From an optimization exercise on the open Yosys and OpenROAD flow, aimed at small area and a short achievable clock period; shortcuts taken in it are not production practice. At most, simulation tests tie the RTL to the original design; equivalence was not proved. Power and IR drop assume default switching activity.

==> module Normalization32Bit, before the edit <==
module Normalization32Bit (
    input  [24:0] res,
    input  [7:0]  e,
    output [22:0] man_res,
    output [7:0]  exp_res,
    output        overflow
);
    wire [31:0] r = {res, 7'h7f};
    wire z16 = (r[31:16] == 16'd0);
    wire [15:0] q1 = z16 ? r[15:0] : r[31:16];
    wire z8 = (q1[15:8] == 8'd0);
    wire [7:0] q2 = z8 ? q1[7:0] : q1[15:8];
    wire z4 = (q2[7:4] == 4'd0);
    wire [3:0] q3 = z4 ? q2[3:0] : q2[7:4];
    wire z2 = (q3[3:2] == 2'd0);
    wire [1:0] q4 = z2 ? q3[1:0] : q3[3:2];
    wire z1 = ~q4[1];
    wire [4:0] lz = {z16, z8, z4, z2, z1};
    wire big = e[7:5] != 3'd0;
    wire [4:0] k;
    wire [5:0] lt, gt;  
    assign lt[5] = big;
    assign gt[5] = 1'b0;
    genvar i;
    generate
        for (i = 4; i >= 0; i = i - 1) begin : g_min
            assign k[i] = gt[i+1] ? e[i] : (lt[i+1] ? lz[i] : (lz[i] & e[i]));
            assign lt[i] = lt[i+1] | (~gt[i+1] & ~lz[i] & e[i]);
            assign gt[i] = gt[i+1] | (~lt[i+1] & lz[i] & ~e[i]);
        end
    endgenerate
    wire [24:0] n = res << k;
    wire [8:0] ed = {1'b0, e} - {4'd0, lz};
    assign exp_res = (ed[8] | (res == 25'd0)) ? 8'd0 : ed[7:0];
    assign man_res = n[23:1];
    assign overflow = (e == 8'd255) & res[24];
endmodule
==> module adder_32bit, before the edit <==
module adder_32bit(
    input clk,
    input rst,
    input [31:0] i_a,
    input [31:0] i_b,
    input i_vld,
    output [31:0] o_res,
    output reg o_res_vld,
    output overflow
);
wire sign_a = i_a[31];
wire sign_b = i_b[31];
wire        a_ge_b;
wire [7:0]  exp_x;
wire [22:0] frac_x;
wire [23:0] man_x, al_man_y;
wire [24:0] res;
CompareAndShift32Bit u_CompareAndShift32Bit (
    .a(i_a[30:0]),
    .b(i_b[30:0]),
    .a_ge_b(a_ge_b),
    .exp_x(exp_x),
    .frac_x(frac_x),
    .man_x(man_x),
    .al_man_y(al_man_y)
);
Addition32Bit u_Addition32Bit (
    .sub(sign_a ^ sign_b),
    .x(man_x),
    .y(al_man_y),
    .res(res)
);
wire exp_a_max = &i_a[30:23];
wire exp_b_max = &i_b[30:23];
wire special   = exp_a_max | exp_b_max;
wire nan_res   = (|frac_x) | (exp_a_max & exp_b_max & (sign_a ^ sign_b));
wire x_zero    = (exp_x == 8'd0) & (frac_x == 23'd0);
wire sign_res  = a_ge_b ? (sign_a & ~x_zero) : sign_b;
reg [24:0] r_res;
reg [7:0]  r_exp;   
reg        r_sign, r_special, r_nan;
always @(posedge clk or posedge rst) begin
    if (rst) begin
        r_res <= 25'b0;
        r_exp <= 8'b0;
        r_sign <= 1'b0;
        r_special <= 1'b0;
        r_nan <= 1'b0;
        o_res_vld <= 1'b0;
    end else begin
        r_res <= res;
        r_exp <= exp_x + 8'd1;
        r_special <= special;
        r_sign <= sign_res & ~(special & nan_res);
        r_nan <= special & nan_res;
        o_res_vld <= i_vld;
    end
end
wire [22:0] man_res;
wire [7:0]  exp_res;
wire        operation_overflow;
Normalization32Bit u_Normalization32Bit (
    .res(r_res),
    .e(r_exp),
    .man_res(man_res),
    .exp_res(exp_res),
    .overflow(operation_overflow)
);
assign o_res[31]    = r_sign;
assign o_res[30:23] = exp_res | {8{r_special}};
assign o_res[22]    = r_special ? r_nan : man_res[22];
assign o_res[21:0]  = man_res[21:0] & {22{~r_special}};
assign overflow     = r_special | operation_overflow;
endmodule
Settings: LEC_CHECK=0, ABC_AREA=1, CAP_MARGIN=20, CORE_MARGIN=2, CORE_UTILIZATION=40, CTS_BUF_LIST=sky130_fd_sc_hd__clkbuf_4 sky130_fd_sc_hd__clkbuf_8, SLEW_MARGIN=20; clock period 40.0 ns.
standard.sh (not shown) runs the stock make flow with config.mk's settings and CLKGATE_MAP_FILE= SYNTH_SCRIPT=/design/flow/synth_recipe.tcl, a recipe that flattens the netlist after the stock synthesis.
==> flow/flow/run.sh <==
#!/bin/bash
# The standard ORFS layout with two changes:
#  - plain buf_1 cells as the port buffers,
#  - timing repair aimed at setup slack >= 27 ns.
set -euo pipefail
bash standard.sh BUFFER_PORTS_ARGS="-buffer_cell sky130_fd_sc_hd__buf_1" \
    SETUP_SLACK_MARGIN=27 finish > make_finish.log 2>&1
Next try:
--- a/flow/design.v
+++ b/flow/design.v
@@ -85,15 +85,16 @@
     assign res[24]   = G[23] & ~sub;
 endmodule
 `timescale 1ns / 1ps
 module Normalization32Bit (
     input  [24:0] res,
-    input  [7:0]  e,
+    input  [7:0]  exp_base,
     output [22:0] man_res,
     output [7:0]  exp_res,
     output        overflow
 );
+    wire [7:0] e = exp_base + 8'd1;
     wire [31:0] r = {res, 7'h7f};
     wire z16 = (r[31:16] == 16'd0);
     wire [15:0] q1 = z16 ? r[15:0] : r[31:16];
     wire z8 = (q1[15:8] == 8'd0);
     wire [7:0] q2 = z8 ? q1[7:0] : q1[15:8];
@@ -115,14 +116,13 @@
             assign lt[i] = lt[i+1] | (~gt[i+1] & ~lz[i] & e[i]);
             assign gt[i] = gt[i+1] | (~lt[i+1] & lz[i] & ~e[i]);
         end
     endgenerate
     wire [24:0] n = res << k;
-    wire [8:0] ed = {1'b0, e} - {4'd0, lz};
-    assign exp_res = (ed[8] | (res == 25'd0)) ? 8'd0 : ed[7:0];
+    assign exp_res = n[24] ? e - {3'd0, k} : 8'd0;
     assign man_res = n[23:1];
-    assign overflow = (e == 8'd255) & res[24];
+    assign overflow = (exp_base == 8'd254) & res[24];
 endmodule
 `timescale 1ns / 1ps
 module adder_32bit(
     input clk,
     input rst,
@@ -160,35 +160,34 @@
 wire special   = exp_a_max | exp_b_max;
 wire nan_res   = (|frac_x) | (exp_a_max & exp_b_max & (sign_a ^ sign_b));
 wire x_zero    = (exp_x == 8'd0) & (frac_x == 23'd0);
 wire sign_res  = a_ge_b ? (sign_a & ~x_zero) : sign_b;
 reg [24:0] r_res;
-reg [7:0]  r_exp;   
-reg        r_sign, r_special, r_nan;
+reg [7:0]  r_exp;
+reg        r_sign, r_nan;
 always @(posedge clk or posedge rst) begin
     if (rst) begin
         r_res <= 25'b0;
         r_exp <= 8'b0;
         r_sign <= 1'b0;
-        r_special <= 1'b0;
         r_nan <= 1'b0;
         o_res_vld <= 1'b0;
     end else begin
         r_res <= res;
-        r_exp <= exp_x + 8'd1;
-        r_special <= special;
+        r_exp <= exp_x;
         r_sign <= sign_res & ~(special & nan_res);
         r_nan <= special & nan_res;
         o_res_vld <= i_vld;
     end
 end
+wire        r_special = &r_exp;
 wire [22:0] man_res;
 wire [7:0]  exp_res;
 wire        operation_overflow;
 Normalization32Bit u_Normalization32Bit (
     .res(r_res),
-    .e(r_exp),
+    .exp_base(r_exp),
     .man_res(man_res),
     .exp_res(exp_res),
     .overflow(operation_overflow)
 );
 assign o_res[31]    = r_sign;
Outcome: Via count goes down by about 0.9%. Hold slack improves by 28 ps. Sequential share of layout area shrinks by 0.24 points. Final area is about the same. Maximum frequency grows by about 0.6%. Total power falls by about 2.5%. Clock-buffer cell count stays the same. Wire length rises by about 1.2%. Area after synthesis fell by 1.1%.
For the first run of this note, only the layout was checked, not whether the RTL still works.

-- separate check: timing with driven ports --
Ports are ideal in the flow. The routed layouts listed here were re-timed in OpenROAD.
Step 1 (the two cells are an assumption about what drives the block):
set clk [get_ports {clk}]
set_driving_cell -lib_cell sky130_fd_sc_hd__clkbuf_16 $clk
set_driving_cell -lib_cell sky130_fd_sc_hd__buf_2 [delete_from_list [all_inputs] $clk]
Step 2 times the ports against the registers' clock, not the clock port: input delays grow and output delays shrink by t, the midpoint of the rising clock arrivals with the driver on.
a / b / c = no drivers / after step 1 / after step 2; a / b = the first two.
run	shift t [ns]	setup slack, ns	worst hold slack (ns)	clock arrival spread, ns	worst register clock-pin slew, ns
the first run	0.306	27.345 / 27.323 / 27.040	7.522 / 7.515 / 7.822	0.006 / 0.005	0.06 / 0.06
the second run	0.309	27.422 / 27.429 / 27.120	7.550 / 7.547 / 7.856	0.004 / 0.004	0.06 / 0.06
After both steps every run listed still meets setup and hold. The setup slack of the first run, which loses most, moves by -0.022 ns with the drivers and by -0.305 ns with both steps.
